Background: an optimization exercise with open tools, aiming at small area and a short achievable clock period. Do not read the settings as production practice. Only simulation tests tie the RTL to the original design; equivalence was not proved. Power is estimated from default activity; no workload was simulated.

==> flow/design.v, too long to show whole: its modules and the start of the top module <==
// module cal_ha: 4 lines
// module cal_booth_enc: 6 lines
// module cal_bsel: 3 lines
// module cal_xor: 3 lines
// module cal_and: 3 lines
// module cal_booth_row: 6 lines
// module cal_fa: 4 lines
// module cal_hai: 4 lines
// module cal_xnor: 3 lines
// module cal_or: 3 lines
// module module_conv_kernel_1x2: 3701 lines
module module_conv_kernel_1x2
(
	input clk,
	input [71:0] ifm_win3x3,
	input [71:0] weight_win3x3_ch1,
	input [71:0] weight_win3x3_ch2,
	output [17:0] ofm_stream_ch1,
	output [17:0] ofm_stream_ch2
);
  // ...
==> flow/run.sh <==
#!/bin/bash
# synth_recipe.tcl (not shown) runs the flow's synth.tcl, then flattens the netlist and writes it again
# the make line also repeats each setting of config.mk as NAME=value (left out here)
make -C /OpenROAD-flow-scripts/flow DESIGN_CONFIG=/design/flow/config.mk WORK_HOME=/design/flow/orfs CLKGATE_MAP_FILE= SYNTH_SCRIPT=/design/flow/synth_recipe.tcl finish
==> flow/config.mk <==
export PLATFORM = sky130hd
export DESIGN_NAME = module_conv_kernel_1x2
export DESIGN_NICKNAME = module_conv_kernel_1x2
export VERILOG_FILES = /design/flow/design.v
export SDC_FILE = /design/flow/constraint.sdc
export NUM_CORES = 4
export LEC_CHECK = 0
export CAP_MARGIN = 20
export CORE_MARGIN = 2
export CORE_UTILIZATION = 50
export PLACE_DENSITY = 0.65
export SETUP_SLACK_MARGIN = 3.8
export SLEW_MARGIN = 20
export SYNTH_HIERARCHICAL = 1
export SYNTH_MINIMUM_KEEP_SIZE = 0
==> flow/constraint.sdc <==
create_clock -name core_clock -period 6.0 [get_ports {clk}]
set_input_delay 1.2000 -clock core_clock [delete_from_list [all_inputs] [get_ports {clk}]]
set_output_delay 1.2000 -clock core_clock [all_outputs]
set_load 0.01 [all_outputs]
==> impl_metrics.py, run 1 <==
metrics = {
    "yosys": {
        "synth_fa_ha_area_frac": 0.316,
        "syn_nets": 4465,
        "synth_top_area_share": 0.378,
    },
    "clock_tree": {
        "h-tree-depth": 3,
        "clockRootBuffer": "clkbuf_16",
    },
    "cells_and_area": {
        "post-route-util": 0.614,
        "synthToLayoutAreaGrowth_pct": 21.2,
        "stdcell_area_um2": 53500,
        "multi_input_area_um2": 27500,
        "seq_cells": 834,
        "reg_top3": "st1_ch1 (162), st1_ch2 (162), enc_r (108)",
        "inv_count": 98,
    },
    "pwr": {
        "swShare": 0.407,
        "p_int_uw": 17500,
        "combPwrFrac": 0.472,
        "p_total_uw": 29600,
    },
    "die": {
        "die_x_um": 301,
        "start_util": 0.506,
        "die_h_um": 301,
    },
    "placement": {
        "post-place-ws_ps": 3180,
    },
    "sta": {
        "grt_setup_unrepaired": "true",
        "worst_slew_pin_slew_ps": 488,
        "min_period_ps": 2300,
    },
    "setup_path": {
        "crit_fanout": 1,
        "endpoint": "ofm_stream_ch1[4]",
    },
    "detailed_routing": {
        "vias": 28600,
        "viasPerCell": 5.67,
    },
    "hold_path": {
        "hold_end": "st5_ch1[2]$_DFF_P_",
        "min_path_cells": 0,
    },
    "outcome": {
        "status": "no timing/DRC/antenna violations",
    },
}
==> run 2: changes to the inputs <==
--- a/flow/config.mk
+++ b/flow/config.mk
@@ -10,4 +10,5 @@
 export CORE_UTILIZATION = 50
+export CTS_CLUSTER_SIZE = 25
 export PLACE_DENSITY = 0.65
-export SETUP_SLACK_MARGIN = 3.8
+export SETUP_SLACK_MARGIN = 3.72
 export SLEW_MARGIN = 20
==> run 2 against run 1 <==
Still clean on timing, DRC and antenna. Area after synthesis unchanged. Register-to-register slack worse by 97 ps. Total power down 1.0%. Global-route usage down 0.17 points. Utilization down 2.6 points. Cell area down 4.3%. Sequential share of layout area up 1.3 points. Via count down 1.8%. Largest power group unchanged.
==> impl_metrics.py, run 2 <==
metrics = {
    "outcome": {
        "status": "no timing/DRC/antenna violations",
    },
    "cells_and_area": {
        "nets": 4662,
        "synthToLayoutAreaGrowth_pct": 16.0,
        "layout_commonest_cell": "dfxtp_1",
        "final_cell_mix": "dfxtp_1, fa_1, xor2_1, a22oi_1, clkdlybuf4s50_1",
        "drive_gt1_frac": 0.115,
        "fillCellCount": 7066,
        "reg_top3": "st1_ch1 (162), st1_ch2 (162), enc_r (108)",
        "fin_cells": 4954,
    },
    "setup_path": {
        "crit_type": "reg -> reg",
        "cp.arrival_ps": 2890,
        "critPathBufInv": 1,
        "cpMaxStageDelayCell": "fa_1",
        "reg2regPathDepth": 5,
        "required_ps": 6540,
        "critPathLaunchType": "register",
        "crit_fanout": 10,
        "r2r-start": "enc_r[2]$_DFF_P_",
        "reg2reg_slack_ps": 3640,
        "slowest_delay_ps": 540,
        "end_kind": "register",
        "cpMostUsedCell": "fa_1",
        "cpLargestDelayFamily": "adder cells",
        "cp_cell_sequence": "buf_4 -> xor2_1 -> a22oi_1 -> fa_1 -> fa_1",
        "worstReg2RegEnd": "st1_ch2[6]$_DFF_P_",
    },
    "global_routing": {
        "grt_use_met2": 0.484,
        "grt_remaining_overflow": 0,
        "met1_usage": 0.430,
        "grtUsageMet3": 0.0759,
        "grt_pass1_vias": 28100,
        "grt_pass1_wl_mm": 198,
        "grt_max_degree": 20,
        "grt-busiest-layer": "met2",
        "antenna_found_initial": 7,
        "gr-usage-all-layers": 0.311,
    },
    "sta": {
        "worst_slew_pin_slew_ps": 674,
        "hold_viol": 0,
        "slew_headroom": 0.550,
        "clock_skew_ps": 27.7,
        "min_period_ps": 2360,
        "finalSetupTns_ps": 0,
        "grt_setup_unrepaired": "true",
        "fin_crit_sh": 0.393,
        "fmax_ghz": 0.424,
        "setup-violations-final": 0,
        "slew_viol_final": 0,
    },
    "clock_tree": {
        "cts_sinks": 834,
        "ctsHoldBuffers": 0,
        "tritoncts": "done",
        "cts_max_path_buffers": 3,
        "h-tree-depth": 3,
        "clk_latency_ps": 670,
        "cts_buffers": 87,
        "clockRootBuffer": "clkbuf_16",
        "clk_pin_slew_worst_paths_ps": 60,
    },
    "detailed_routing": {
        "first_iter_violations": 3156,
        "post_drt_wl_per_cell_um": 28.4,
        "ant_nets": 0,
        "drc": 0,
        "viasPerCell": 5.67,
        "dr.pass1.iters": 6,
        "vias": 28100,
        "wirelength_mm": 141,
    },
    "yosys": {
        "ys_top_cells_by_area": "dfxtp_1, fa_1, xor2_1",
        "synth.distinct_cells": 60,
        "yosysMostFrequentCell": "dfxtp_1",
        "synth-seq-cells": 834,
        "yosysTopAreaCell": "dfxtp_1",
        "avgSynthCellArea_um2": 12.5,
        "synth_common_cells": "dfxtp_1, fa_1, xor2_1, a22oi_1, nor2_1",
        "postSynthCellCount": 3531,
        "syn_nets": 4465,
        "synth_top_area_share": 0.378,
        "synth_edf_count": 0,
        "yosys_most_used_dff": "dfxtp_1",
        "ys_seq_area_frac": 0.378,
        "yosysWarnings": 7,
        "synthesis.area_um2": 44100,
        "synthArstFlopShare": 0,
    },
    "run": {
        "maxCapViolations": 0,
    },
    "pwr": {
        "leakage_uw": 0.0200,
        "power_density_nw_per_um2": 573,
        "power_frac_clock": 0.191,
        "seqPwrFrac": 0.346,
        "max-vdd-ir-drop_mv": 0.381,
        "combPwrFrac": 0.463,
        "p_int_uw": 17400,
        "p_sw_uw": 11900,
        "swShare": 0.405,
    },
    "hold_path": {
        "hold_end": "st5_ch1[1]$_DFF_P_",
        "hold_path.class": "reg -> reg",
        "min_path_cells": 0,
        "holdCritStartpoint": "st4_ch1[1]$_DFF_P_",
    },
    "die": {
        "die_h_um": 301,
        "rows": 108,
        "die_area_um2": 90700,
        "die_x_um": 301,
        "design.portCount": 253,
        "start_util": 0.506,
        "core_um2": 87200,
    },
    "placement": {
        "gp_congestion": 1.02,
        "io_buffers": 252,
        "dpl.cell_count": 4702,
        "hpwl_mm": 116,
    },
}
==> run 2: final cells by class <==
type	count	area [um2]	share of cell area
diodes	1	2.50	0.0000489
well taps	1155	1450	0.0282
multi-input cells	2362	26300	0.514
clock inverters	36	394	0.00770
flip-flops and latches	834	16900	0.331
inverters	98	368	0.00719
repair buffers	345	3160	0.0617
clock buffers	123	2600	0.0507
==> run 2: power groups by stage <==
stage	Combinational, uW	Clock, uW	Sequential, uW
global placement	13000	0	10200
CTS	13300	5670	10100
detailed placement	13300	0	10200
finish	13600	5590	10100
floorplan	8020	0	8890
global route	14900	5890	10200
==> run 2: timing repair <==
action | 4_1_cts | 5_1_grt
pin swaps | 0 | 3
hold endpoints to repair | 0 | 0
endpoints found under the setup margin | 356 | 150
gates resized for setup | 246 | 101
buffers inserted | 0 | 92
==> run 2: layer usage <==
| metal | vias up | part of all wire |
|---|---|---|
| met3 | 235 | 0.10 |
| met4 | 10 | 0.037 |
| met5 | - | 0.00049 |
| met1 | 14300 | 0.41 |
| li1 | 12100 | - |
| met2 | 1393 | 0.46 |
==> run 2: worst max path at each step <==
stage                                   from              endpoint  slack, ps  depth (start not counted)
final                       enc_r[2]$_DFF_P_    st1_ch2[6]$_DFF_P_       3640                          5
after detailed placement   enc_r[74]$_DFF_P_   st1_ch2[46]$_DFF_P_       3180                          4
after CTS                 st5_ch2[6]$_DFF_P_     ofm_stream_ch2[6]       3670                          1
after floorplan             enc_r[2]$_DFF_P_   st1_ch2[21]$_DFF_P_       3800                          6
after global placement     enc_r[11]$_DFF_P_  st1_ch2[135]$_DFF_P_       3120                          4
after global routing        enc_r[2]$_DFF_P_   st1_ch2[88]$_DFF_P_       3620                          7
==> run 2: kinds of logic (layout without fill, tap and decap cells) <==
| group | Yosys count | in the layout | share of synthesized area |
|---|---|---|---|
| flip-flops | 834 | 834 | 0.378 |
| adder cells (fa/ha/maj) | 717 | 717 | 0.316 |
| AO/OA/AOI/OAI | 669 | 669 | 0.108 |
| XOR/XNOR | 622 | 622 | 0.123 |
| AND/OR/NAND/NOR | 353 | 353 | 0.0437 |
| buffers and inverters | 335 | 602 | 0.0308 |
| multiplexers | 1 | 1 | 0.000255 |
| other | 0 | 1 | 0 |
==> run 2: Yosys stat by module, one instance, submodules excluded, excerpt <==
module                  cell area [um2]  flip-flops and latches
cal_fa                             20.0                       0
cal_ha                             12.5                       0
cal_or                             6.26                       0
cal_xnor                           8.76                       0
module_conv_kernel_1x2            30500                     834
==> run 2: per-stage QoR <==
step                      hold slack [ps]  utilization  total power [uW]  instance area (um2)  setup WS [ps]
after detailed placement              312        0.541             23500                47100           3180
after CTS                             321        0.575             29000                50100           3670
final                                 323        0.587             29300                51200           3640
after floorplan                       310            -             16900                44100           3800
after global placement                310        0.541             23200                47100           3120
after global routing                  327        0.587             31100                51200           3620
==> run 3: changes to the inputs <==
--- a/flow/config.mk
+++ b/flow/config.mk
@@ -10,3 +10,4 @@
 export CORE_UTILIZATION = 50
-export CTS_CLUSTER_SIZE = 25
+export CTS_CLUSTER_DIAMETER = 60
+export CTS_CLUSTER_SIZE = 30
 export PLACE_DENSITY = 0.65
==> run 3 against run 2 <==
Critical path type unchanged. Largest power group unchanged. Hold slack better by 5.5 ps. Sequential power about the same. Cell area down 1.3%. Die area unchanged.
==> impl_metrics.py, run 3 <==
metrics = {
    "yosys": {
        "yosysWarnings": 7,
        "avgSynthCellArea_um2": 12.5,
        "yosysMostFrequentCell": "dfxtp_1",
        "synthArstFlopShare": 0,
        "synth.distinct_cells": 60,
        "synth_top_area_share": 0.378,
        "syn_nets": 4465,
        "synth-seq-cells": 834,
        "yosys_most_used_dff": "dfxtp_1",
        "synth_common_cells": "dfxtp_1, fa_1, xor2_1, a22oi_1, nor2_1",
        "yosysTopAreaCell": "dfxtp_1",
        "synth_edf_count": 0,
        "ys_seq_area_frac": 0.378,
        "ys_top_cells_by_area": "dfxtp_1, fa_1, xor2_1",
        "postSynthCellCount": 3531,
        "synthesis.area_um2": 44100,
    },
    "clock_tree": {
        "clk_latency_ps": 710,
        "clockRootBuffer": "clkbuf_16",
        "cts_max_path_buffers": 3,
        "tritoncts": "done",
        "h-tree-depth": 2,
        "cts_sinks": 834,
        "cts_buffers": 60,
        "clk_pin_slew_worst_paths_ps": 100,
    },
    "placement": {
        "io_buffers": 252,
        "hpwl_mm": 116,
        "gp_congestion": 1.02,
    },
    "pwr": {
        "power_density_nw_per_um2": 561,
        "seqPwrFrac": 0.357,
        "power_frac_clock": 0.165,
        "p_sw_uw": 12000,
        "leakage_uw": 0.0196,
        "p_int_uw": 16400,
        "combPwrFrac": 0.478,
        "max-vdd-ir-drop_mv": 0.416,
        "swShare": 0.423,
    },
    "setup_path": {
        "cpMostUsedCell": "fa_1",
        "required_ps": 6570,
        "crit_type": "reg -> reg",
        "end_kind": "register",
        "critPathLaunchType": "register",
        "cpMaxStageDelayCell": "fa_1",
        "slowest_delay_ps": 720,
        "crit_fanout": 10,
        "cpLargestDelayFamily": "adder cells",
        "cp.arrival_ps": 2910,
        "critPathBufInv": 1,
        "cp_cell_sequence": "buf_4 -> xor2_1 -> a22oi_1 -> fa_1 -> fa_1",
    },
    "detailed_routing": {
        "wirelength_mm": 140,
        "ant_nets": 0,
        "dr.pass1.iters": 6,
        "vias": 27900,
        "post_drt_wl_per_cell_um": 28.5,
        "viasPerCell": 5.69,
        "first_iter_violations": 3119,
        "drc": 0,
    },
    "cells_and_area": {
        "nets": 4623,
        "drive_gt1_frac": 0.110,
        "synthToLayoutAreaGrowth_pct": 14.4,
        "layout_commonest_cell": "dfxtp_1",
        "final_cell_mix": "dfxtp_1, fa_1, xor2_1, a22oi_1, clkdlybuf4s50_1",
        "reg_top3": "st1_ch1 (162), st1_ch2 (162), enc_r (108)",
    },
    "sta": {
        "finalSetupTns_ps": 0,
        "grt_setup_unrepaired": "true",
        "hold_viol": 0,
        "slew_viol_final": 0,
        "worst_slew_pin_slew_ps": 693,
        "fmax_ghz": 0.428,
        "min_period_ps": 2340,
        "hold_slack_ps": 328,
        "slew_headroom": 0.537,
        "fin_crit_sh": 0.390,
        "clock_skew_ps": 33.7,
        "setup-violations-final": 0,
    },
    "global_routing": {
        "antenna_found_initial": 6,
        "grt_pass1_wl_mm": 196,
        "grt_pass1_vias": 27800,
        "grt_max_degree": 31,
        "grt_remaining_overflow": 0,
        "gr-usage-all-layers": 0.308,
    },
    "die": {
        "die_h_um": 301,
        "core_um2": 87200,
        "start_util": 0.506,
        "rows": 108,
        "die_area_um2": 90700,
        "design.portCount": 253,
        "die_x_um": 301,
    },
    "hold_path": {
        "hold_path.class": "reg -> reg",
    },
    "run": {
        "maxCapViolations": 0,
    },
    "outcome": {
        "status": "no timing/DRC/antenna violations",
    },
}
run 3: cell counts after synthesis:
Identical to the previous run, type by type.
run 3: layer usage:
| metal | routed length (um) | share of wire | GRT usage | vias up |
|---|---|---|---|---|
| met5 | 13 | 0.000093 | 0 | - |
| met4 | 5180 | 0.037 | 0.102 | 2 |
| met3 | 13400 | 0.096 | 0.0628 | 203 |
| met2 | 63600 | 0.46 | 0.482 | 1426 |
| met1 | 57500 | 0.41 | 0.431 | 14200 |
| li1 | - | - | - | 12000 |
run 3: final timing paths:
path	from	endpoint	slack (ps)	depth (start not counted)
max	enc_r[62]$_DFF_P_	st1_ch2[45]$_DFF_P_	3660	5
min	st4_ch1[1]$_DFF_P_	st5_ch1[1]$_DFF_P_	330	0
max reg2reg	enc_r[62]$_DFF_P_	st1_ch2[45]$_DFF_P_	3660	5
min reg2reg	st4_ch1[1]$_DFF_P_	st5_ch1[1]$_DFF_P_	330	0
run 3: area by class of cell:
type,count,area (um2)
inverters,98,368
multi-input cells,2362,26300
fillers,7127,36700
clock inverters,48,777
diodes,1,2.50
repair buffers,333,3060
well taps,1155,1450
flip-flops and latches,834,16900
clock buffers,65,1570
run 3: power groups by stage:
stage                     Sequential [uW]  Combinational, uW  Clock [uW]
final                               10100              13600        4680
after global placement              10200              13000           0
after global routing                10200              14900        4960
after CTS                           10000              13200        4740
after detailed placement            10200              13300           0
after floorplan                      8890               8020           0
run 3: per-module statistics from Yosys (local to each module, per instance), a selection:
| module | cells | times used | cell area [um2] | flip-flops and latches |
|---|---|---|---|---|
| cal_or | 1 | 22 | 6.26 | 0 |
| cal_xnor | 1 | 22 | 8.76 | 0 |
| module_conv_kernel_1x2 | 2823 | 1 | 30500 | 834 |
| cal_ha | 1 | 2 | 12.5 | 0 |
| cal_fa | 1 | 662 | 20.0 | 0 |
run 3: kinds of logic after synthesis:
kind of cell	Yosys count	share of synthesized area
and+or+nand+nor	353	0.0437
DFF	834	0.378
xor gates and xnor gates	622	0.123
buffers and inverters	335	0.0308
adders and majority gates	717	0.316
AOI/OAI and AO/OA	669	0.108
muxes	1	0.000255
run 3: per-stage QoR:
| stage | util | worst slack [ps] | instances | cell area (um2) | power [uW] |
|---|---|---|---|---|---|
| floorplan | - | 3800 | 3531 | 44100 | 16900 |
| global placement | 0.541 | 3120 | 4702 | 47100 | 23200 |
| detailed placement | 0.541 | 3180 | 4702 | 47100 | 23500 |
| CTS | 0.569 | 3630 | 4819 | 49600 | 28000 |
| global route | 0.579 | 3620 | 4895 | 50500 | 30000 |
| finish | 0.579 | 3660 | 4896 | 50500 | 28300 |
run 3: what timing repair did:
item,4_1_cts,5_1_grt
gates resized for setup,262,103
pin swaps,0,2
hold buffers,0,0
buffers inserted,4,76
setup endpoints to repair,356,141
run 3: worst reg2reg max path, delay by kind of cell (launching register included):
kind / cells / cell delay (ps)
AO/OA/AOI/OAI: 1 / 130
buffers and inverters: 1 / 230
XOR/XNOR: 1 / 230
flip-flops: 1 / 440
adder cells (fa/ha/maj): 2 / 1180
==> run 4: changes to the inputs <==
--- a/flow/config.mk
+++ b/flow/config.mk
@@ -12,3 +12,3 @@
 export CTS_CLUSTER_SIZE = 30
-export PLACE_DENSITY = 0.65
+export PLACE_DENSITY = 0.75
 export SETUP_SLACK_MARGIN = 3.72
==> run 4 against run 3 <==
Combinational power hardly changed. Clock power is 8.8% higher. Via count is 1.4% higher. Area after synthesis stayed put. First-iteration DRC count is 20% higher. Still clean on timing, DRC and antenna. Largest power group unchanged. Largest cell class unchanged. Sequential power hardly changed.
==> impl_metrics.py, run 4 <==
metrics = {
    "clock_tree": {
        "clockRootBuffer": "clkbuf_16",
        "cts_max_path_buffers": 3,
        "clk_latency_ps": 680,
        "clk_pin_slew_worst_paths_ps": 90,
        "cts_buffers": 69,
        "cts_sinks": 834,
        "tritoncts": "done",
        "h-tree-depth": 3,
    },
    "yosys": {
        "synthesis.area_um2": 44100,
        "synth-seq-cells": 834,
        "synthArstFlopShare": 0,
        "syn_nets": 4465,
        "yosys_most_used_dff": "dfxtp_1",
        "yosysTopAreaCell": "dfxtp_1",
        "synth_top_area_share": 0.378,
        "postSynthCellCount": 3531,
        "avgSynthCellArea_um2": 12.5,
        "synth_common_cells": "dfxtp_1, fa_1, xor2_1, a22oi_1, nor2_1",
        "synth_edf_count": 0,
        "synth.distinct_cells": 60,
        "yosysMostFrequentCell": "dfxtp_1",
        "yosysWarnings": 7,
        "ys_top_cells_by_area": "dfxtp_1, fa_1, xor2_1",
        "ys_seq_area_frac": 0.378,
    },
    "cells_and_area": {
        "nets": 4621,
        "layout_commonest_cell": "dfxtp_1",
        "drive_gt1_frac": 0.102,
        "final_cell_mix": "dfxtp_1, fa_1, xor2_1, a22oi_1, clkdlybuf4s50_1",
        "reg_top3": "st1_ch1 (162), st1_ch2 (162), enc_r (108)",
        "synthToLayoutAreaGrowth_pct": 14.5,
        "num_antenna_cells": 0,
    },
    "sta": {
        "fmax_ghz": 0.433,
        "fin_crit_sh": 0.385,
        "setup-violations-final": 0,
        "worst_slew_pin_slew_ps": 693,
        "min_period_ps": 2310,
        "clock_skew_ps": 58.0,
        "slew_viol_final": 0,
        "finalSetupTns_ps": 0,
        "setup_slack_ps": 3690,
        "hold_viol": 0,
        "slew_headroom": 0.537,
        "grt_setup_unrepaired": "true",
    },
    "placement": {
        "gp_congestion": 1.04,
        "io_buffers": 252,
        "hpwl_mm": 111,
        "post-place-ws_ps": 3190,
    },
    "pwr": {
        "leakage_uw": 0.0196,
        "power_density_nw_per_um2": 567,
        "max-vdd-ir-drop_mv": 0.391,
    },
    "global_routing": {
        "grt_remaining_overflow": 0,
        "antenna_found_initial": 1,
        "grt_pass1_vias": 28200,
        "gr-usage-all-layers": 0.300,
        "grt_max_degree": 31,
        "grt_pass1_wl_mm": 193,
    },
    "die": {
        "core_um2": 87200,
        "die_area_um2": 90700,
        "start_util": 0.506,
        "rows": 108,
        "die_x_um": 301,
        "die_h_um": 301,
        "design.portCount": 253,
    },
    "outcome": {
        "status": "no timing/DRC/antenna violations",
    },
    "setup_path": {
        "r2r-start": "w2_r[2]$_DFF_P_",
        "worstReg2RegEnd": "st1_ch2[11]$_DFF_P_",
        "critPathLaunchType": "register",
        "reg2regPathDepth": 4,
        "reg2reg_slack_ps": 3690,
        "required_ps": 6550,
        "end_kind": "register",
        "cp.arrival_ps": 2860,
        "crit_type": "reg -> reg",
        "cp-startpoint": "w2_r[2]$_DFF_P_",
        "crit_fanout": 4,
        "endpoint": "st1_ch2[11]$_DFF_P_",
    },
    "hold_path": {
        "hold_path.class": "reg -> reg",
    },
    "detailed_routing": {
        "viasPerCell": 5.77,
        "ant_nets": 0,
        "first_iter_violations": 3739,
        "wirelength_mm": 136,
        "post_drt_wl_per_cell_um": 27.8,
        "vias": 28300,
        "dr.pass1.iters": 6,
        "drc": 0,
    },
    "run": {
        "maxCapViolations": 0,
    },
}
==> run 4: cell count changes in the layout (fill, tap and decap cells not counted), sizes merged <==
cell	delta
clkbuf	+5
bufinv	-3
inv	+16
buf	-11
diode	-1
clkinv	-6
clkinvlp	+1
==> run 4: area by class of cell <==
| type | count | area (um2) |
|---|---|---|
| fillers | 6927 | 36600 |
| multi-input cells | 2362 | 26200 |
| flip-flops and latches | 834 | 16900 |
| repair buffers | 322 | 2950 |
| clock buffers | 70 | 1730 |
| well taps | 1155 | 1450 |
| clock inverters | 56 | 892 |
| inverters | 98 | 368 |
==> run 4: cell families (layout without fill, tap and decap cells) <==
family	count (synthesis)	after routing	synth area share
simple gates	353	353	0.0437
xor+xnor	622	622	0.123
compound gates	669	669	0.108
mux	1	1	0.000255
flops	834	834	0.378
buf+inv	335	546	0.0308
fa+ha+maj	717	717	0.316
==> run 4: critical path: stages, from the launching register on <==
cell	delay [ps]
dfxtp_1	540
xor2_1	310
a22oi_1	190
fa_1	710
fa_1	450
==> run 4: routing by layer <==
layer / GRT usage / wire length (um) / vias up
li1: - / - / 12000
met5: 0 / 13 / -
met1: 0.401 / 53000 / 14300
met3: 0.0689 / 13800 / 296
met2: 0.462 / 61100 / 1638
met4: 0.152 / 8100 / 2
==> run 4: worst min-delay path by stage <==
stage	slack (ps)	endpoint	cells past startpoint	start
floorplan	310	st2_ch1[0]$_DFF_P_	0	st1_ch1[0]$_DFF_P_
global placement	310	st5_ch2[10]$_DFF_P_	0	st4_ch2[10]$_DFF_P_
detailed placement	310	st5_ch1[13]$_DFF_P_	0	st4_ch1[13]$_DFF_P_
CTS	330	st3_ch1[2]$_DFF_P_	0	st2_ch1[2]$_DFF_P_
global route	330	st3_ch1[2]$_DFF_P_	0	st2_ch1[2]$_DFF_P_
finish	330	st5_ch1[16]$_DFF_P_	0	st4_ch1[16]$_DFF_P_
==> run 4: metrics by stage <==
stage               utilization  power (uW)  hold WS [ps]  area (um2)  std cells
floorplan                     -       16900           310       44100       3531
global placement          0.540       22700           311       47100       4701
detailed placement        0.540       23200           312       47100       4701
CTS                       0.571       28300           330       49800       4830
global route              0.580       30200           330       50500       4897
finish                    0.580       28700           331       50500       4897
==> run 4: power by group <==
group,total [uW],switching (uW),internal (uW)
clock network,5090,2670,2420
registers,10100,2190,7940
logic,13400,7280,6170
==> run 4: timing repair <==
action                     CTS  global route
pin swaps                    0             2
resized for setup          232            99
hold buffers                 0             0
setup buffers                3            67
setup endpoints to repair  356           144
==> run 4: modules after synthesis, one instance, submodules excluded, a selection <==
module | flip-flops and latches | copies in the design | area [um2] | cells inside
module_conv_kernel_1x2 | 834 | 1 | 30500 | 2823
cal_fa | 0 | 662 | 20.0 | 1
cal_ha | 0 | 2 | 12.5 | 1
cal_xnor | 0 | 22 | 8.76 | 1
cal_or | 0 | 22 | 6.26 | 1
==> run 5: changes to the inputs <==
--- a/flow/config.mk
+++ b/flow/config.mk
@@ -7,9 +7,8 @@
 export LEC_CHECK = 0
+export ABC_CLOCK_PERIOD_IN_PS = 2200
 export CAP_MARGIN = 20
 export CORE_MARGIN = 2
-export CORE_UTILIZATION = 50
-export CTS_CLUSTER_DIAMETER = 60
-export CTS_CLUSTER_SIZE = 30
+export CORE_UTILIZATION = 65
 export PLACE_DENSITY = 0.75
-export SETUP_SLACK_MARGIN = 3.72
+export SETUP_SLACK_MARGIN = 3.8
 export SLEW_MARGIN = 20
==> run 5 against run 4 <==
Synthesized cell count unchanged. Sequential share of layout area down 2.6 points. Non-clock buffer count up 119. Global-route usage up 16 points. Cell count down 2.6%. Clock skew down 1.1 ps. Die area down 23%. Clock power up 15%. Critical endpoint is now st1_ch1[109]$_DFF_P_. Largest power group unchanged.
==> impl_metrics.py, run 5 <==
metrics = {
    "outcome": {
        "status": "no timing/DRC/antenna violations",
    },
    "setup_path": {
        "critPathBufInv": 1,
        "cp_cell_sequence": "buf_4 -> xnor2_2 -> nor2b_1 -> a21oi_2 -> fa_1 -> fa_1",
        "worstReg2RegEnd": "st1_ch1[109]$_DFF_P_",
        "reg2reg_slack_ps": 3150,
        "cpLargestDelayFamily": "adder cells",
        "r2r-start": "enc_r[65]$_DFF_P_",
        "crit_fanout": 6,
        "slowest_delay_ps": 690,
        "critPathLaunchType": "register",
        "end_kind": "register",
        "crit_type": "reg -> reg",
        "cpMostUsedCell": "fa_1",
        "required_ps": 6540,
        "cp.arrival_ps": 3390,
        "cpMaxStageDelayCell": "a21oi_2",
        "reg2regPathDepth": 6,
    },
    "die": {
        "design.portCount": 253,
        "die_area_um2": 70000,
        "die_x_um": 265,
        "die_h_um": 265,
        "rows": 95,
        "core_um2": 67200,
        "start_util": 0.657,
    },
    "yosys": {
        "synthXorXnorAreaFrac": 0.123,
        "synth_common_cells": "dfxtp_1, fa_1, xor2_1, a22oi_1, nor2_1",
        "synthesis.area_um2": 44100,
        "yosysMostFrequentCell": "dfxtp_1",
        "avgSynthCellArea_um2": 12.5,
        "postSynthCellCount": 3531,
        "ys_top_cells_by_area": "dfxtp_1, fa_1, xor2_1",
        "synthArstFlopShare": 0,
        "yosys_most_used_dff": "dfxtp_1",
        "yosysWarnings": 7,
        "synth.distinct_cells": 60,
        "synth_top_area_share": 0.378,
        "syn_nets": 4465,
        "yosysTopAreaCell": "dfxtp_1",
        "synth_fa_ha_area_frac": 0.316,
        "synth-seq-cells": 834,
        "synth_simple_gate_area_frac": 0.0437,
        "synth_top_family_by_area": "adder cells",
        "synth_edf_count": 0,
        "synth_compound_area_frac": 0.108,
        "synth.mux.area_fraction": 0.000255,
        "ys_seq_area_frac": 0.378,
    },
    "detailed_routing": {
        "ant_nets": 0,
        "vias": 32500,
        "first_iter_violations": 5436,
        "post_drt_wl_per_cell_um": 36.1,
        "wirelength_mm": 172,
        "viasPerCell": 6.81,
        "dr.pass1.iters": 9,
        "drc": 0,
    },
    "global_routing": {
        "grtUsageMet3": 0.163,
        "grt_pass1_vias": 33300,
        "grt_pass1_wl_mm": 228,
        "grt_max_degree": 20,
        "grt_use_met2": 0.701,
        "met1_usage": 0.561,
        "grt_remaining_overflow": 0,
        "grt-busiest-layer": "met2",
        "antenna_found_initial": 17,
        "gr-usage-all-layers": 0.462,
    },
    "clock_tree": {
        "cts_buffers": 86,
        "clk_latency_ps": 680,
        "h-tree-depth": 3,
        "tritoncts": "done",
        "cts_sinks": 834,
        "clockRootBuffer": "clkbuf_16",
        "ctsHoldBuffers": 0,
        "clk_pin_slew_worst_paths_ps": 80,
        "cts_max_path_buffers": 3,
    },
    "cells_and_area": {
        "fin_cells": 4772,
        "post-route-util": 0.822,
        "layout_commonest_cell": "dfxtp_1",
        "nets": 4757,
        "synthToLayoutAreaGrowth_pct": 25.1,
        "stdcell_area_um2": 55200,
        "reg_top3": "st1_ch1 (162), st1_ch2 (162), enc_r (108)",
        "final_cell_mix": "dfxtp_1, fa_1, a22oi_1, xor2_1, clkdlybuf4s50_1",
        "drive_gt1_frac": 0.274,
    },
    "pwr": {
        "p_total_uw": 31300,
        "seqPwrFrac": 0.328,
        "max-vdd-ir-drop_mv": 0.581,
        "swShare": 0.421,
        "p_sw_uw": 13200,
        "leakage_uw": 0.0211,
        "power_frac_clock": 0.188,
        "combPwrFrac": 0.485,
        "p_int_uw": 18100,
        "power_density_nw_per_um2": 566,
    },
    "sta": {
        "fmax_ghz": 0.351,
        "slew_viol_final": 0,
        "min_period_ps": 2850,
        "grt_setup_unrepaired": "true",
        "setup-violations-final": 0,
        "clock_skew_ps": 56.9,
        "worst_slew_pin_slew_ps": 937,
        "finalSetupTns_ps": 0,
        "fin_crit_sh": 0.475,
        "slew_headroom": 0.375,
        "hold_viol": 0,
    },
    "hold_path": {
        "hold_path.class": "reg -> reg",
        "min_path_cells": 0,
        "holdCritStartpoint": "st2_ch1[2]$_DFF_P_",
        "hold_end": "st3_ch1[2]$_DFF_P_",
    },
    "run": {
        "maxCapViolations": 0,
    },
    "placement": {
        "gp_congestion": 1.02,
        "place_area_um2": 46800,
        "dpl.cell_count": 4425,
        "hpwl_mm": 119,
        "io_buffers": 252,
    },
}
run 5: cell counts after synthesis:
No cell type changed its count.
run 5: layer usage:
| metal | wire, um | up-vias | part of all wire |
|---|---|---|---|
| li1 | - | 12200 | - |
| met1 | 55500 | 16100 | 0.32 |
| met2 | 74800 | 3095 | 0.43 |
| met3 | 24900 | 1065 | 0.14 |
| met4 | 16800 | 16 | 0.098 |
| met5 | 257 | - | 0.0015 |
run 5: repair_timing:
item / 4_1_cts / 5_1_grt
setup buffers: 116 / 65
cloned: 0 / 2
gates resized for setup: 479 / 504
pin swaps: 22 / 111
endpoints found under the setup margin: 367 / 229
run 5: power groups by stage:
stage	combinational [uW]	sequential (uW)	clock, uW
6_report	15200	10300	5870
5_1_grt	16000	10300	6080
4_1_cts	13800	9910	5840
3_5_place_dp	13100	9980	0
3_3_place_gp	11900	9900	0
2_1_floorplan	8020	8890	0
run 5: final cells by class:
cell class              count  area, um2
diodes                      6       15.0
clock inverters            54        781
flip-flops and latches    834      17100
multi-input cells        2362      29100
fillers                  3321      11900
clock buffers             104       2340
well taps                 873       1090
repair buffers            441       4440
inverters                  98        368
run 5: modules after synthesis (local to each module, per instance), a selection:
module | copies in the design | flops+latches
cal_fa | 662 | 0
cal_ha | 2 | 0
cal_or | 22 | 0
cal_xnor | 22 | 0
module_conv_kernel_1x2 | 1 | 834
run 5: worst reg2reg max path: cells and delay by family, from the launching register on:
| kind | cells | cell delay [ps] |
|---|---|---|
| compound gates | 1 | 690 |
| simple gates | 1 | 120 |
| xor+xnor | 1 | 210 |
| buf+inv | 1 | 180 |
| fa+ha+maj | 2 | 1120 |
| flops | 1 | 400 |
run 5: stage by stage:
step / worst slack, ps / hold slack, ps
final: 3150 / 305
after global routing: 3280 / 311
after CTS: 3660 / 317
after detailed placement: 3030 / 312
after global placement: 3070 / 311
after floorplan: 3800 / 310
run 5: cell families (layout without fill, tap and decap cells):
kind of cell / after synthesis / in the layout
multiplexers: 1 / 1
other: 0 / 6
AND/OR/NAND/NOR: 353 / 353
AO/OA/AOI/OAI: 669 / 669
adder cells (fa/ha/maj): 717 / 717
flip-flops: 834 / 834
XOR/XNOR: 622 / 622
buffers and inverters: 335 / 697
run 5: worst max-delay path by stage:
stage | from | end | slack, ps | cells past startpoint
finish | enc_r[65]$_DFF_P_ | st1_ch1[109]$_DFF_P_ | 3150 | 6
global route | enc_r[65]$_DFF_P_ | st1_ch1[109]$_DFF_P_ | 3280 | 6
CTS | st5_ch1[14]$_DFF_P_ | ofm_stream_ch1[14] | 3660 | 1
detailed placement | enc_r[26]$_DFF_P_ | st1_ch2[58]$_DFF_P_ | 3030 | 4
global placement | enc_r[95]$_DFF_P_ | st1_ch2[152]$_DFF_P_ | 3070 | 5
floorplan | enc_r[2]$_DFF_P_ | st1_ch2[21]$_DFF_P_ | 3800 | 6
==> run 6: changes to the inputs <==
==> flow/flow/run.sh (new file) <==
#!/bin/bash
set -e
cp standard.sh standard_sh_copy.log
export BUFFER_PORTS_ARGS="-buffer_cell sky130_fd_sc_hd__buf_1"
bash standard.sh > standard.log 2>&1
==> flow/standard.sh (new file) <==
#!/bin/bash
# synth_recipe.tcl (not shown) runs the flow's synth.tcl, then flattens the netlist and writes it again
# the make line also repeats each setting of config.mk as NAME=value (left out here)
make -C /OpenROAD-flow-scripts/flow DESIGN_CONFIG=/design/flow/config.mk WORK_HOME=/design/flow/orfs CLKGATE_MAP_FILE= SYNTH_SCRIPT=/design/flow/synth_recipe.tcl "${@:-finish}"
--- a/flow/config.mk
+++ b/flow/config.mk
@@ -7,8 +7,9 @@
 export LEC_CHECK = 0
-export ABC_CLOCK_PERIOD_IN_PS = 2200
 export CAP_MARGIN = 20
 export CORE_MARGIN = 2
-export CORE_UTILIZATION = 65
-export PLACE_DENSITY = 0.75
-export SETUP_SLACK_MARGIN = 3.8
+export CORE_UTILIZATION = 58
+export CTS_CLUSTER_DIAMETER = 60
+export CTS_CLUSTER_SIZE = 30
+export PLACE_DENSITY = 0.7
+export SETUP_SLACK_MARGIN = 3.72
 export SLEW_MARGIN = 20
removed: flow/run.sh
==> run 6 against run 5 <==
Setup slack gained 540 ps. Clock power decreased by 21%. Die area grew 12%. Utilization shrank 18 points. Clock skew decreased by 24 ps. First-iteration DRC count is 44% lower. Highest routed layer unchanged. Sequential power about the same. Synthesized cell count unchanged. Combinational power shrank 9.9%. Maximum frequency rose by 24%. Cell count fell by 1.1%.
==> impl_metrics.py, run 6 <==
metrics = {
    "outcome": {
        "status": "no timing/DRC/antenna violations",
    },
    "clock_tree": {
        "cts_max_path_buffers": 3,
        "clockRootBuffer": "clkbuf_16",
        "h-tree-depth": 2,
        "cts_sinks": 834,
        "tritoncts": "done",
        "ctsHoldBuffers": 0,
        "clk_latency_ps": 670,
        "cts_buffers": 58,
        "clk_pin_slew_worst_paths_ps": 100,
    },
    "setup_path": {
        "reg2regPathDepth": 4,
        "cp-startpoint": "st5_ch1[5]$_DFF_P_",
        "slowest_delay_ps": 330,
        "end_kind": "primary output",
        "cpLargestDelayFamily": "flip-flops",
        "cp.arrival_ps": 1110,
        "path_depth": 1,
        "crit_fanout": 1,
        "crit_type": "reg -> out",
        "r2r-start": "w1_r[6]$_DFF_P_",
        "cp_cell_sequence": "buf_6",
        "cpMaxStageDelayCell": "dfxtp_2",
        "critPathLaunchType": "register",
        "required_ps": 4800,
        "critPathBufInv": 1,
    },
    "placement": {
        "hpwl_mm": 115,
        "post-place-ws_ps": 3170,
        "gp_congestion": 1.09,
        "io_buffers": 252,
    },
    "yosys": {
        "ys_top_cells_by_area": "dfxtp_1, fa_1, xor2_1",
        "synth_top_area_share": 0.378,
        "avgSynthCellArea_um2": 12.5,
        "syn_nets": 4465,
        "synthesis.area_um2": 44100,
        "synth_edf_count": 0,
        "yosysTopAreaCell": "dfxtp_1",
        "postSynthCellCount": 3531,
        "yosysWarnings": 7,
        "synth-seq-cells": 834,
        "ys_seq_area_frac": 0.378,
        "synth.distinct_cells": 60,
        "synthArstFlopShare": 0,
        "yosysMostFrequentCell": "dfxtp_1",
        "yosys_most_used_dff": "dfxtp_1",
        "synth_common_cells": "dfxtp_1, fa_1, xor2_1, a22oi_1, nor2_1",
    },
    "detailed_routing": {
        "vias": 28000,
        "dr.pass1.iters": 6,
        "wirelength_mm": 139,
        "ant_nets": 0,
        "first_iter_violations": 3044,
        "post_drt_wl_per_cell_um": 29.5,
        "viasPerCell": 5.93,
        "drc": 0,
    },
    "cells_and_area": {
        "nets": 4623,
        "reg_top3": "st1_ch1 (162), st1_ch2 (162), enc_r (108)",
        "multi_input_area_um2": 26300,
        "synthToLayoutAreaGrowth_pct": 11.0,
        "fillCellCount": 5750,
        "final_cell_mix": "dfxtp_1, fa_1, xor2_1, a22oi_1, buf_1",
        "final-seq-area_um2": 16900,
        "drive_gt1_frac": 0.112,
        "layout_commonest_cell": "dfxtp_1",
    },
    "sta": {
        "setup_slack_ps": 3690,
        "slew_viol_final": 0,
        "hold_viol": 0,
        "setup-violations-final": 0,
        "slew_headroom": 0.562,
        "finalSetupTns_ps": 0,
        "grt_setup_unrepaired": "true",
        "worst_slew_pin_slew_ps": 657,
        "fin_crit_sh": 0.385,
        "hold_slack_ps": 318,
        "fmax_ghz": 0.433,
        "clock_skew_ps": 33.2,
        "min_period_ps": 2310,
    },
    "global_routing": {
        "grt_remaining_overflow": 0,
        "grt_pass1_vias": 28000,
        "gr-usage-all-layers": 0.358,
        "antenna_found_initial": 10,
        "grt_max_degree": 31,
        "grt_pass1_wl_mm": 196,
    },
    "pwr": {
        "power_density_nw_per_um2": 581,
        "max-vdd-ir-drop_mv": 0.417,
        "leakage_uw": 0.0190,
        "p_total_uw": 28500,
    },
    "die": {
        "start_util": 0.583,
        "die_h_um": 280,
        "core_um2": 75700,
        "rows": 101,
        "die_x_um": 280,
        "design.portCount": 253,
        "die_area_um2": 78300,
    },
    "run": {
        "maxCapViolations": 0,
    },
    "hold_path": {
        "min_path_cells": 0,
        "hold_path.class": "reg -> reg",
        "holdCritStartpoint": "st4_ch1[0]$_DFF_P_",
    },
}
-- run 6: cell type report --
cell class              instances  area share
diodes                          2    0.000102
well taps                     978      0.0250
inverters                      98     0.00751
clock buffers                  64      0.0318
clock inverters                45      0.0154
multi-input cells            2362       0.537
repair buffers                335      0.0371
flip-flops and latches        834       0.346
-- run 6: per-module statistics from Yosys, one instance, submodules excluded, excerpt --
module                  flops+latches  copies in the design
cal_xnor                            0                    22
cal_or                              0                    22
module_conv_kernel_1x2            834                     1
cal_fa                              0                   662
cal_ha                              0                     2
-- run 6: routing by layer --
layer  share of wire  global-route usage  vias to the layer above
met1            0.40               0.486                    14200
met3            0.11               0.100                      249
met4           0.042               0.126                        6
met5         0.00029                   0                        -
met2            0.45               0.554                     1472
li1                -                   -                    12000
-- run 6: cell families after synthesis --
group	after synthesis	share of synthesized area
and+or+nand+nor	353	0.0437
muxes	1	0.000255
AOI/OAI and AO/OA	669	0.108
DFF	834	0.378
xor gates and xnor gates	622	0.123
adders and majority gates	717	0.316
buffers and inverters	335	0.0308
-- run 6: path summary, 6_finish.rpt --
| check | end | slack (ps) |
|---|---|---|
| min | st5_ch1[0]$_DFF_P_ | 320 |
| max reg2reg | st1_ch1[152]$_DFF_P_ | 3700 |
| max | ofm_stream_ch1[5] | 3690 |
| min reg2reg | st5_ch1[0]$_DFF_P_ | 320 |
-- run 6: timing repair --
item / 4_1_cts / 5_1_grt
cloned: 0 / 0
endpoints found under the setup margin: 356 / 138
resized for setup: 145 / 129
buffers inserted: 0 / 83
-- run 6: power breakdown --
group,switching [uW],internal [uW]
combinational,7550,6170
clock,2430,2190
sequential,2170,7950
total,12200,16300
-- run 6: metrics by stage --
step / util / std cells / area (um2)
finish: 0.647 / 4718 / 49000
global route: 0.647 / 4716 / 49000
CTS: 0.633 / 4633 / 47900
detailed placement: 0.599 / 4524 / 45300
global placement: 0.599 / 4524 / 45300
floorplan: - / 3531 / 44100
==> run 7: changes to the inputs <==
--- a/flow/config.mk
+++ b/flow/config.mk
@@ -10,4 +10,4 @@
 export CORE_UTILIZATION = 58
-export CTS_CLUSTER_DIAMETER = 60
-export CTS_CLUSTER_SIZE = 30
+export CTS_CLUSTER_DIAMETER = 45
+export CTS_CLUSTER_SIZE = 50
 export PLACE_DENSITY = 0.7
==> run 7 against run 6 <==
Combinational power about the same. Non-clock buffer count decreased by 26. Sequential power about the same. Sequential cell count unchanged. Setup slack got worse by 36 ps. First-iteration DRC count increased by 6.4%. Hold slack got worse by 0.63 ps. Highest routed layer is now met4. Synthesized cell count unchanged.
==> impl_metrics.py, run 7 <==
metrics = {
    "outcome": {
        "status": "no timing/DRC/antenna violations",
    },
    "die": {
        "die_x_um": 280,
        "rows": 101,
        "die_h_um": 280,
        "die_area_um2": 78300,
        "core_um2": 75700,
        "start_util": 0.583,
        "design.portCount": 253,
    },
    "pwr": {
        "power_density_nw_per_um2": 601,
        "leakage_uw": 0.0194,
        "max-vdd-ir-drop_mv": 0.432,
        "p_total_uw": 30000,
    },
    "global_routing": {
        "grt_max_degree": 22,
        "gr-usage-all-layers": 0.361,
        "grt_pass1_vias": 28500,
        "grt_remaining_overflow": 0,
        "grt_pass1_wl_mm": 197,
        "antenna_found_initial": 6,
    },
    "yosys": {
        "synth-seq-cells": 834,
        "yosysMostFrequentCell": "dfxtp_1",
        "yosysTopAreaCell": "dfxtp_1",
        "postSynthCellCount": 3531,
        "syn_nets": 4465,
        "synth_top_area_share": 0.378,
        "ys_seq_area_frac": 0.378,
        "synthesis.area_um2": 44100,
        "synth.distinct_cells": 60,
        "avgSynthCellArea_um2": 12.5,
        "synthArstFlopShare": 0,
        "synth_common_cells": "dfxtp_1, fa_1, xor2_1, a22oi_1, nor2_1",
        "yosysWarnings": 7,
        "ys_top_cells_by_area": "dfxtp_1, fa_1, xor2_1",
        "synth_edf_count": 0,
        "yosys_most_used_dff": "dfxtp_1",
    },
    "cells_and_area": {
        "synthToLayoutAreaGrowth_pct": 13.1,
        "fillCellCount": 5611,
        "stdcell_area_um2": 49900,
        "layout_commonest_cell": "dfxtp_1",
        "drive_gt1_frac": 0.119,
        "final_cell_mix": "dfxtp_1, fa_1, xor2_1, a22oi_1, buf_1",
        "post-route-util": 0.660,
        "nets": 4634,
        "reg_top3": "st1_ch1 (162), st1_ch2 (162), enc_r (108)",
    },
    "setup_path": {
        "cpLargestDelayFamily": "adder cells",
        "cpMostUsedCell": "fa_1",
        "required_ps": 6540,
        "critPathLaunchType": "register",
        "cp.arrival_ps": 2890,
        "crit_type": "reg -> reg",
        "critPathBufInv": 0,
        "cp_cell_sequence": "xor2_1 -> a21oi_2 -> fa_1 -> fa_1",
        "slowest_delay_ps": 710,
        "end_kind": "register",
        "crit_fanout": 4,
        "cpMaxStageDelayCell": "fa_1",
    },
    "clock_tree": {
        "h-tree-depth": 3,
        "clk_pin_slew_worst_paths_ps": 70,
        "clockRootBuffer": "clkbuf_16",
        "clk_latency_ps": 670,
        "cts_max_path_buffers": 3,
        "ctsHoldBuffers": 0,
        "cts_sinks": 834,
        "tritoncts": "done",
        "cts_buffers": 95,
    },
    "detailed_routing": {
        "vias": 28200,
        "post_drt_wl_per_cell_um": 29.3,
        "viasPerCell": 5.93,
        "ant_nets": 0,
        "wirelength_mm": 140,
        "dr.pass1.iters": 6,
        "first_iter_violations": 3239,
        "drc": 0,
    },
    "sta": {
        "setup-violations-final": 0,
        "hold_slack_ps": 317,
        "fmax_ghz": 0.427,
        "clock_skew_ps": 26.9,
        "finalSetupTns_ps": 0,
        "slew_viol_final": 0,
        "fin_crit_sh": 0.391,
        "hold_viol": 0,
        "slew_headroom": 0.559,
        "worst_slew_pin_slew_ps": 661,
        "grt_setup_unrepaired": "true",
        "min_period_ps": 2340,
    },
    "placement": {
        "io_buffers": 252,
        "gp_congestion": 1.09,
        "place_area_um2": 45300,
        "hpwl_mm": 115,
    },
    "run": {
        "maxCapViolations": 0,
    },
    "hold_path": {
        "hold_path.class": "reg -> reg",
    },
}
run 7: repair_timing:
action | 4_1_cts | 5_1_grt
endpoints found under the setup margin | 356 | 142
setup buffers | 0 | 57
resized for setup | 137 | 123
run 7: worst register-to-register path, delay by kind of cell (launching register included):
family / cells / cell delay [ps]
compound gates: 1 / 170
xor+xnor: 1 / 340
flops: 1 / 570
fa+ha+maj: 2 / 1150
run 7: modules after synthesis, one instance, submodules excluded, excerpt:
module / cells inside / times used / flip-flops and latches / cell area (um2)
cal_fa: 1 / 662 / 0 / 20.0
cal_ha: 1 / 2 / 0 / 12.5
cal_or: 1 / 22 / 0 / 6.26
cal_xnor: 1 / 22 / 0 / 8.76
module_conv_kernel_1x2: 2823 / 1 / 834 / 30500
run 7: through the flow:
step                worst slack (ps)  cells
global placement                3130   4524
detailed placement              3170   4524
global route                    3660   4761
CTS                             3670   4703
floorplan                       3800   3531
finish                          3660   4762
run 7: final timing paths:
check | from | end | slack (ps) | depth (start not counted)
worst max-delay path | w1_r[6]$_DFF_P_ | st1_ch1[152]$_DFF_P_ | 3660 | 4
worst min-delay path | st4_ch1[0]$_DFF_P_ | st5_ch1[0]$_DFF_P_ | 320 | 0
worst max register to register | w1_r[6]$_DFF_P_ | st1_ch1[152]$_DFF_P_ | 3660 | 4
worst min register to register | st4_ch1[0]$_DFF_P_ | st5_ch1[0]$_DFF_P_ | 320 | 0
run 7: per-layer routing:
metal / track usage / up-vias / share of wire
met1: 0.483 / 14300 / 0.40
met3: 0.112 / 294 / 0.11
met5: 0 / - / 0
met2: 0.555 / 1550 / 0.45
met4: 0.135 / 0 / 0.045
li1: - / 12100 / -
run 7: area by class of cell:
class	instances	area (um2)	share of cell area
inverters	98	368	0.00737
clock inverters	78	1030	0.0206
clock buffers	101	2460	0.0493
repair buffers	309	1630	0.0326
multi-input cells	2362	26300	0.526
diodes	2	5.00	0.000100
flip-flops and latches	834	16900	0.339
well taps	978	1220	0.0245
run 7: where the power goes:
group | internal (uW) | leakage, uW | total (uW) | switching, uW
logic | 6120 | 0.0107 | 13600 | 7530
registers | 7960 | 0.00704 | 10100 | 2190
clock network | 3420 | 0.00168 | 6210 | 2780
total | 17500 | 0.0194 | 30000 | 12500
run 7: kinds of logic after synthesis:
kind of cell / share of synthesized area
flip-flops: 0.378
adder cells (fa/ha/maj): 0.316
multiplexers: 0.000255
AND/OR/NAND/NOR: 0.0437
XOR/XNOR: 0.123
buffers and inverters: 0.0308
AO/OA/AOI/OAI: 0.108
==> run 8: changes to the inputs <==
--- a/flow/config.mk
+++ b/flow/config.mk
@@ -9,6 +9,6 @@
 export CORE_MARGIN = 2
-export CORE_UTILIZATION = 58
-export CTS_CLUSTER_DIAMETER = 45
-export CTS_CLUSTER_SIZE = 50
-export PLACE_DENSITY = 0.7
+export CORE_UTILIZATION = 50
+export CTS_CLUSTER_DIAMETER = 60
+export CTS_CLUSTER_SIZE = 30
+export PLACE_DENSITY = 0.65
 export SETUP_SLACK_MARGIN = 3.72
==> run 8 against run 7 <==
Combinational power about the same. Non-clock buffer count down 11. Count of clock-buffer cells in the layout down 29. Utilization down 9.8 points. First-iteration DRC count down 10%. Still clean on timing, DRC and antenna. Highest routed layer is now met5. Largest cell class unchanged.
==> impl_metrics.py, run 8 <==
metrics = {
    "outcome": {
        "status": "no timing/DRC/antenna violations",
    },
    "setup_path": {
        "crit_fanout": 4,
        "end_kind": "register",
        "reg2regPathDepth": 4,
        "r2r-start": "w2_r[21]$_DFF_P_",
        "endpoint": "st1_ch2[44]$_DFF_P_",
        "crit_type": "reg -> reg",
        "reg2reg_slack_ps": 3670,
        "worstReg2RegEnd": "st1_ch2[44]$_DFF_P_",
        "cp-startpoint": "w2_r[21]$_DFF_P_",
        "cp.arrival_ps": 2840,
        "required_ps": 6510,
        "critPathLaunchType": "register",
    },
    "detailed_routing": {
        "viasPerCell": 5.66,
        "post_drt_wl_per_cell_um": 28.2,
        "drc": 0,
        "wl_met3_mm": 13.5,
        "drt-met1-wl_mm": 54.5,
        "highest_layer": "met5",
        "wirelength_mm": 137,
        "first_iter_violations": 2916,
        "ant_nets": 0,
        "dr.pass1.iters": 6,
        "wl_met2_mm": 62.4,
        "vias": 27600,
    },
    "pwr": {
        "seqPwrFrac": 0.352,
        "swShare": 0.424,
        "power_density_nw_per_um2": 583,
        "combPwrFrac": 0.471,
        "p_int_uw": 16400,
        "max-vdd-ir-drop_mv": 0.436,
        "power_frac_clock": 0.177,
        "leakage_uw": 0.0189,
        "p_sw_uw": 12100,
    },
    "yosys": {
        "synth_edf_count": 0,
        "syn_nets": 4465,
        "synthesis.area_um2": 44100,
        "ys_top_cells_by_area": "dfxtp_1, fa_1, xor2_1",
        "avgSynthCellArea_um2": 12.5,
        "synth_top_area_share": 0.378,
        "yosysWarnings": 7,
        "synth_common_cells": "dfxtp_1, fa_1, xor2_1, a22oi_1, nor2_1",
        "yosysMostFrequentCell": "dfxtp_1",
        "synthArstFlopShare": 0,
        "synth.distinct_cells": 60,
        "yosysTopAreaCell": "dfxtp_1",
        "ys_seq_area_frac": 0.378,
        "postSynthCellCount": 3531,
        "synth-seq-cells": 834,
        "yosys_most_used_dff": "dfxtp_1",
    },
    "global_routing": {
        "gr-usage-all-layers": 0.305,
        "grt_remaining_overflow": 0,
        "grt_pass1_vias": 28200,
        "antenna_found_initial": 4,
        "grt_pass1_wl_mm": 194,
        "grt_max_degree": 31,
    },
    "cells_and_area": {
        "layout_commonest_cell": "dfxtp_1",
        "post-route-util": 0.561,
        "final-seq-area_um2": 16900,
        "final_cell_mix": "dfxtp_1, fa_1, xor2_1, a22oi_1, buf_1",
        "drive_gt1_frac": 0.0902,
        "fin_cells": 4871,
        "synthToLayoutAreaGrowth_pct": 10.9,
        "reg_top3": "st1_ch1 (162), st1_ch2 (162), enc_r (108)",
        "stdcell_area_um2": 48900,
        "nets": 4596,
        "fillCellCount": 7303,
        "multi_input_area_um2": 26200,
    },
    "clock_tree": {
        "cts_max_path_buffers": 3,
        "tritoncts": "done",
        "h-tree-depth": 3,
        "clk_pin_slew_worst_paths_ps": 90,
        "clockRootBuffer": "clkbuf_16",
        "cts_sinks": 834,
        "clk_latency_ps": 680,
        "cts_buffers": 68,
    },
    "die": {
        "die_area_um2": 90700,
        "rows": 108,
        "design.portCount": 253,
        "core_um2": 87200,
        "start_util": 0.506,
        "die_h_um": 301,
        "die_x_um": 301,
    },
    "sta": {
        "setup_slack_ps": 3670,
        "grt_setup_unrepaired": "true",
        "setup-violations-final": 0,
        "slew_viol_final": 0,
        "fmax_ghz": 0.429,
        "min_period_ps": 2330,
        "hold_viol": 0,
        "slew_headroom": 0.534,
        "clock_skew_ps": 53.4,
        "finalSetupTns_ps": 0,
        "worst_slew_pin_slew_ps": 698,
        "fin_crit_sh": 0.389,
    },
    "placement": {
        "place_area_um2": 45500,
        "post-place-ws_ps": 3170,
        "dpl.cell_count": 4701,
        "io_buffers": 252,
        "gp_congestion": 1.05,
        "hpwl_mm": 114,
    },
    "run": {
        "maxCapViolations": 0,
    },
    "hold_path": {
        "hold_path.class": "reg -> reg",
    },
}
-- run 8: through the flow --
stage | hold WS (ps) | total power [uW]
after global placement | 310 | 22800
after CTS | 299 | 28300
after floorplan | 310 | 16900
final | 289 | 28500
after detailed placement | 312 | 23100
after global routing | 313 | 30400
-- run 8: timing repair --
action | 4_1_cts | 5_1_grt
gates resized for setup | 127 | 76
buffers inserted | 3 | 43
pin swaps | 0 | 1
hold buffers | 0 | 0
setup endpoints to repair | 357 | 158
-- run 8: logic make-up (layout without fill, tap and decap cells) --
group                    after synthesis  after routing  synth area share
flip-flops                           834            834             0.378
AND/OR/NAND/NOR                      353            353            0.0437
multiplexers                           1              1          0.000255
other                                  0              1                 0
XOR/XNOR                             622            622             0.123
AO/OA/AOI/OAI                        669            669             0.108
buffers and inverters                335            519            0.0308
adder cells (fa/ha/maj)              717            717             0.316
-- run 8: layer usage --
metal,track usage,vias up
met4,0.135,2
met5,0,-
li1,-,12000
met2,0.474,1414
met1,0.404,13900
met3,0.0780,261
-- run 8: Yosys stat by module (local to each module, per instance), excerpt --
module	flops+latches	area [um2]	cells inside	times used
cal_xnor	0	8.76	1	22
cal_or	0	6.26	1	22
cal_fa	0	20.0	1	662
cal_ha	0	12.5	1	2
module_conv_kernel_1x2	834	30500	2823	1
-- run 8: critical path: stages (launching register included) --
cell	delay [ps]
dfxtp_1	530
xor2_1	250
a22oi_1	170
fa_1	760
fa_1	470
-- run 8: how the worst min path moves through the flow --
| stage | endpoint | slack [ps] | startpoint | cells after the start |
|---|---|---|---|---|
| 3_5_place_dp | st2_ch1[56]$_DFF_P_ | 310 | st1_ch1[157]$_DFF_P_ | 0 |
| 2_1_floorplan | st2_ch1[0]$_DFF_P_ | 310 | st1_ch1[0]$_DFF_P_ | 0 |
| 4_1_cts | st5_ch2[6]$_DFF_P_ | 300 | st4_ch2[6]$_DFF_P_ | 0 |
| 5_1_grt | st5_ch2[6]$_DFF_P_ | 310 | st4_ch2[6]$_DFF_P_ | 0 |
| 3_3_place_gp | st5_ch2[14]$_DFF_P_ | 310 | st4_ch2[14]$_DFF_P_ | 0 |
| 6_report | st5_ch2[6]$_DFF_P_ | 290 | st4_ch2[6]$_DFF_P_ | 0 |
-- run 8: power groups by stage --
stage	sequential [uW]	clock, uW	combinational [uW]
4_1_cts	9990	5160	13100
3_3_place_gp	10100	0	12700
2_1_floorplan	8890	0	8020
3_5_place_dp	10100	0	13000
6_report	10100	5060	13400
5_1_grt	10200	5380	14800
-- run 8: cell type report --
| type | instances | area share |
|---|---|---|
| diodes | 1 | 0.0000511 |
| clock buffers | 72 | 0.0362 |
| clock inverters | 51 | 0.0167 |
| inverters | 98 | 0.00752 |
| multi-input cells | 2362 | 0.535 |
| flip-flops and latches | 834 | 0.346 |
| well taps | 1155 | 0.0295 |
| repair buffers | 298 | 0.0298 |
==> run 9: changes to the inputs <==
--- a/flow/config.mk
+++ b/flow/config.mk
@@ -9,7 +9,7 @@
 export CORE_MARGIN = 2
-export CORE_UTILIZATION = 50
+export CORE_UTILIZATION = 58
 export CTS_CLUSTER_DIAMETER = 60
 export CTS_CLUSTER_SIZE = 30
-export PLACE_DENSITY = 0.65
-export SETUP_SLACK_MARGIN = 3.72
+export PLACE_DENSITY = 0.7
+export SETUP_SLACK_MARGIN = 3.66
 export SLEW_MARGIN = 20
==> run 9 against run 8 <==
Routed wire length rose by 0.48%. Critical endpoint is now st1_ch2[130]$_DFF_P_. Sequential power barely moved. First-iteration DRC count rose by 13%. Non-clock buffer count fell by 25. Die area fell by 14%. Synthesized cell count did not move. Global-route usage rose by 5.3 points.
==> impl_metrics.py, run 9 <==
metrics = {
    "outcome": {
        "status": "no timing/DRC/antenna violations",
    },
    "yosys": {
        "ys_seq_area_frac": 0.378,
        "synthArstFlopShare": 0,
        "yosysWarnings": 7,
        "synth_edf_count": 0,
        "avgSynthCellArea_um2": 12.5,
        "yosys_most_used_dff": "dfxtp_1",
        "yosysTopAreaCell": "dfxtp_1",
        "yosysMostFrequentCell": "dfxtp_1",
        "synth_common_cells": "dfxtp_1, fa_1, xor2_1, a22oi_1, nor2_1",
        "postSynthCellCount": 3531,
        "synth.distinct_cells": 60,
        "synth_top_area_share": 0.378,
        "ys_top_cells_by_area": "dfxtp_1, fa_1, xor2_1",
        "syn_nets": 4465,
        "synth-seq-cells": 834,
        "synthesis.area_um2": 44100,
    },
    "setup_path": {
        "required_ps": 6490,
        "critPathLaunchType": "register",
        "reg2reg_slack_ps": 3690,
        "end_kind": "register",
        "slowest_delay_ps": 730,
        "cp_cell_sequence": "nor2_1 -> nor2_1 -> fa_1 -> fa_1",
        "crit_fanout": 17,
        "cpMaxStageDelayCell": "dfxtp_1",
        "cpLargestDelayFamily": "adder cells",
        "critPathBufInv": 0,
        "cp.arrival_ps": 2810,
        "crit_type": "reg -> reg",
    },
    "detailed_routing": {
        "wirelength_mm": 138,
        "vias": 27800,
        "first_iter_violations": 3308,
        "viasPerCell": 5.97,
        "dr.pass1.iters": 6,
        "post_drt_wl_per_cell_um": 29.6,
        "ant_nets": 0,
        "drc": 0,
    },
    "cells_and_area": {
        "layout_commonest_cell": "dfxtp_1",
        "stdcell_area_um2": 48200,
        "final_cell_mix": "dfxtp_1, fa_1, xor2_1, a22oi_1, buf_1",
        "final-seq-area_um2": 16900,
        "post-route-util": 0.637,
        "fillCellCount": 5813,
        "drive_gt1_frac": 0.0770,
        "multi_input_area_um2": 26200,
        "synthToLayoutAreaGrowth_pct": 9.18,
        "nets": 4561,
        "reg_top3": "st1_ch1 (162), st1_ch2 (162), enc_r (108)",
    },
    "global_routing": {
        "grt_max_degree": 31,
        "grt_pass1_wl_mm": 196,
        "grt_remaining_overflow": 0,
        "grt_pass1_vias": 28000,
        "met1_usage": 0.487,
        "gr-usage-all-layers": 0.357,
        "grtUsageMet3": 0.0982,
        "grt-busiest-layer": "met2",
        "grt_use_met2": 0.555,
        "antenna_found_initial": 9,
    },
    "run": {
        "maxCapViolations": 0,
    },
    "clock_tree": {
        "ctsHoldBuffers": 0,
        "cts_sinks": 834,
        "cts_max_path_buffers": 3,
        "clk_latency_ps": 670,
        "cts_buffers": 58,
        "clk_pin_slew_worst_paths_ps": 100,
        "clockRootBuffer": "clkbuf_16",
        "tritoncts": "done",
        "h-tree-depth": 2,
    },
    "pwr": {
        "power_density_nw_per_um2": 588,
        "leakage_uw": 0.0186,
        "max-vdd-ir-drop_mv": 0.410,
    },
    "sta": {
        "fmax_ghz": 0.433,
        "hold_viol": 0,
        "setup-violations-final": 0,
        "fin_crit_sh": 0.385,
        "min_period_ps": 2310,
        "grt_setup_unrepaired": "true",
        "worst_slew_pin_slew_ps": 723,
        "clock_skew_ps": 30.2,
        "slew_viol_final": 0,
        "slew_headroom": 0.517,
        "finalSetupTns_ps": 0,
    },
    "die": {
        "core_um2": 75700,
        "die_area_um2": 78300,
        "rows": 101,
        "die_h_um": 280,
        "design.portCount": 253,
        "start_util": 0.583,
        "die_x_um": 280,
    },
    "placement": {
        "hpwl_mm": 115,
        "io_buffers": 252,
        "place_area_um2": 45300,
        "gp_congestion": 1.09,
    },
    "hold_path": {
        "hold_path.class": "reg -> reg",
    },
}
## run 9: cell types whose count changed in the layout (fill, tap and decap cells not counted), sizes merged
cell and delta:
bufinv +1, clkinvlp +1, inv -16, buf -26, clkbuf -7, clkinv +8
## run 9: metal layers
metal / part of all wire / routed length, um
met1: 0.40 / 54800
met2: 0.45 / 62400
met3: 0.11 / 15100
met4: 0.041 / 5630
met5: 0.00019 / 26
## run 9: worst paths after layout
path                                         start              endpoint  cells after the start
worst min register to register  st4_ch1[0]$_DFF_P_    st5_ch1[0]$_DFF_P_                      0
worst min-delay path            st4_ch1[0]$_DFF_P_    st5_ch1[0]$_DFF_P_                      0
worst max register to register   enc_r[64]$_DFF_P_  st1_ch2[130]$_DFF_P_                      4
worst max-delay path             enc_r[64]$_DFF_P_  st1_ch2[130]$_DFF_P_                      4
## run 9: power breakdown
part	internal, uW	switching (uW)	total, uW
sequential	7940	2170	10100
clock	2190	2430	4620
combinational	6090	7520	13600
## run 9: cells by family (layout without fill, tap and decap cells)
kind of cell,count (synthesis),count (layout),share of synthesized area
adders and majority gates,717,717,0.316
AOI/OAI and AO/OA,669,669,0.108
buffers and inverters,335,480,0.0308
muxes,1,1,0.000255
xor gates and xnor gates,622,622,0.123
DFF,834,834,0.378
other,0,1,0
and+or+nand+nor,353,353,0.0437
## run 9: area by class of cell
| type | count | area share |
|---|---|---|
| multi-input combinational | 2362 | 0.543 |
| clock inverter | 45 | 0.0156 |
| sequential | 834 | 0.351 |
| inverter | 98 | 0.00763 |
| timing repair buffer | 273 | 0.0254 |
| tap | 978 | 0.0254 |
| antenna | 1 | 0.0000519 |
| clock buffer | 64 | 0.0323 |
## run 9: repair_timing
item / 4_1_cts / 5_1_grt
gates resized for setup: 103 / 92
setup buffers: 0 / 21
setup endpoints to repair: 355 / 119
pin swaps: 0 / 0
## run 9: per-stage QoR
step                      total power, uW  setup WS, ps  instances  hold slack (ps)
after floorplan                     16900          3800       3531              310
after global placement              23000          3130       4524              310
after detailed placement            23300          3170       4524              312
after CTS                           28100          3640       4633              329
after global routing                30000          3630       4654              323
final                               28300          3690       4655              320
## run 9: modules after synthesis (local to each module, per instance), a selection
module	flip-flops and latches	copies in the design	cells	cell area, um2
cal_fa	0	662	1	20.0
cal_ha	0	2	1	12.5
cal_or	0	22	1	6.26
cal_xnor	0	22	1	8.76
module_conv_kernel_1x2	834	1	2823	30500

## port drivers added, routing unchanged
Ports are ideal in the flow. The routed layouts listed here were re-timed in OpenROAD.
Step 1 sets driving cells, clkbuf_16 on the clock port and buf_2 on the other inputs (assumed; they add their load-dependent delay and slew).
Step 2 times the ports against the registers' clock, not the clock port: input delays grow and output delays shrink by t, the midpoint of the rising clock arrivals with the driver on.
a / b / c = no drivers / after step 1 / after step 2; a / b = the first two.
run	shift t [ns]	slack for setup (ns)	worst data-port slew with drivers (ns)
run 1	0.732	3.705 / 3.633 / 3.736	0.06
run 2	0.722	3.643 / 3.643 / 3.643	0.07
run 3	0.762	3.662 / 3.597 / 3.662	0.06
run 4	0.726	3.691 / 3.619 / 3.691	0.07
run 5	0.725	3.149 / 3.149 / 3.149	0.07
run 6	0.722	3.693 / 3.627 / 3.697	0.07
run 7	0.726	3.656 / 3.638 / 3.656	0.07
run 8	0.718	3.669 / 3.636 / 3.669	0.06
run 9	0.726	3.688 / 3.623 / 3.688	0.07
After both steps every run listed still meets setup and hold.
